Context: an optimization exercise on an open-source flow, tuned for a short achievable clock period and few clock cycles per item. The choices shown serve that exercise and are no tape-out recipe. Function was checked by simulation only, so behaviour that the tests miss may differ from the original. No driver is modelled on the clock port, so clocking that relies on it looks cheaper here than on a real chip.

## red
## se15
module se15(
input           clk,
input           rst,
input           write,
input    [11:0] addr,
input    [31:0] lfsrdin,
input           pushin,
input     [7:0] datain,
input    [31:0] entrophy,
output          pushout,
output   [31:0] dataout
);
==> flow/config.mk <==
export PLATFORM = sky130hd
export DESIGN_NAME = se15
export DESIGN_NICKNAME = se15
export VERILOG_FILES = /design/flow/design.v
export SDC_FILE = /design/flow/constraint.sdc
export NUM_CORES = 8
export LEC_CHECK = 0
export CAP_MARGIN = 60
export CORE_MARGIN = 2
export CORE_UTILIZATION = 55
export CTS_CLUSTER_DIAMETER = 60
export CTS_CLUSTER_SIZE = 20
export SETUP_SLACK_MARGIN = 3.4
export SLEW_MARGIN = 60
==> flow/constraint.sdc <==
create_clock -name core_clock -period 5.5 [get_ports {clk}]
set_input_delay 1.1000 -clock core_clock [delete_from_list [all_inputs] [get_ports {clk}]]
set_output_delay 1.1000 -clock core_clock [all_outputs]
set_load 0.01 [all_outputs]
standard.sh (not shown) runs the stock make flow with config.mk's settings and CLKGATE_MAP_FILE= SYNTH_SCRIPT=/design/flow/synth_recipe.tcl, a recipe that flattens the netlist after the stock synthesis.
==> flow/flow/run.sh <==
#!/bin/bash
# Layout: the standard ORFS flow, with its own clock-tree step (flow/post_cts.tcl):
# the clock tree is built from buf_16 cells, the clock port drives the tree's first
# level directly, and the output flip-flops sit next to their port buffers.
set -euo pipefail
HERE=$(pwd)
bash standard.sh finish \
  SKIP_CTS_REPAIR_TIMING=1 \
  POST_CTS_TCL=$HERE/flow/post_cts.tcl \
  CTS_BUF_LIST=sky130_fd_sc_hd__buf_16 > standard.log 2>&1
==> flow/flow/post_cts.tcl <==
# Run after CTS (POST_CTS_TCL, with SKIP_CTS_REPAIR_TIMING=1).
# 2. Put each flip-flop that drives an output port's buffer right next to that buffer.
# 3. Then the usual post-CTS timing repair and legalisation.
set blk [ord::get_db_block]
set clknet [[$blk findBTerm clk] getNet]
set its [$clknet getITerms]
if {[llength $its] == 1} {
  set root [[lindex $its 0] getInst]
  set onet ""
  foreach it [$root getITerms] {
    if {[$it isOutputSignal]} { set onet [$it getNet] }
  }
  if {$onet ne "" && [llength [$onet getITerms]] <= 5} {
    puts "post_cts: removing clock root buffer [$root getName]"
    foreach it [$onet getITerms] {
      if {[$it getInst] != $root} { $it disconnect; $it connect $clknet }
    }
    odb::dbInst_destroy $root
    odb::dbNet_destroy $onet
  }
}

foreach bt [$blk getBTerms] {
  if {[$bt getIoType] ne "OUTPUT"} { continue }
  set pnet [$bt getNet]
  set buf ""
  foreach it [$pnet getITerms] { if {[$it isOutputSignal]} { set buf [$it getInst] } }
  if {$buf eq ""} { continue }
  set inet ""
  foreach it [$buf getITerms] { if {[$it isInputSignal]} { set inet [$it getNet] } }
  if {$inet eq ""} { continue }
  set ff ""
  foreach it [$inet getITerms] { if {[$it isOutputSignal]} { set ff [$it getInst] } }
  if {$ff eq "" || ![[$ff getMaster] isSequential]} { continue }
  if {[llength [$inet getITerms]] != 2} { continue }
  lassign [$buf getLocation] bx by
  puts "post_cts: moving [$ff getName] next to [$buf getName] ([$bt getName])"
  $ff setLocation $bx $by
}
detailed_placement
estimate_parasitics -placement
report_clock_latency
repair_timing_helper
detailed_placement
check_placement -verbose
report_clock_latency
Testbench counts of red, summed over its fixed seeds: cycles 24,600, items 24,000.
Input changes introduced in blue (baseline for comparison: red):
# red
export LEC_CHECK = 0
export CAP_MARGIN = 60
export CORE_MARGIN = 2
export CORE_UTILIZATION = 55
export CTS_CLUSTER_DIAMETER = 60
export CTS_CLUSTER_SIZE = 20
export SETUP_SLACK_MARGIN = 3.4
export SLEW_MARGIN = 60
create_clock -name core_clock -period 5.5 [get_ports {clk}]
# blue
export LEC_CHECK = 0
export CAP_MARGIN = 50
export CORE_MARGIN = 2
export CORE_UTILIZATION = 50
export CTS_CLUSTER_DIAMETER = 60
export CTS_CLUSTER_SIZE = 24
export SETUP_SLACK_MARGIN = 3.4
export SLEW_MARGIN = 75
create_clock -name core_clock -period 5.5 [get_ports {clk}]
Taking red as the reference, in blue minimum clock period after layout held, number of antenna violations at the first check in global routing went down 11, setup slack held.
blue vs. red: clock network area share went up by 0.24 points.

[separate check: timing with driven ports]
Ports are ideal in the flow. The routed layouts listed here were re-timed in OpenROAD. Step 1 assumes that a clkbuf_16 drives the clock port and a buf_2 every other input. Step 2, shift: input delay + t, output delay - t, t = (earliest + latest rising clock arrival at the registers) / 2. This alone moves slack from input paths to output paths. Three values: no drivers, after step 1, after step 2; two values: the first two.
run | t (ns) | setup slack, ns | worst setup path after step 2
red | 0.920 | 3.167 / 2.934 / 2.704 | input, reset recovery
blue | 0.951 | 3.170 / 2.925 / 2.696 | input, reset recovery
After both steps setup and hold are still met in every run listed. For blue, which loses most, drivers alone change the setup slack by -0.245 ns; drivers and shift together by -0.474 ns. The worst setup slack also covers recovery checks on asynchronous resets.
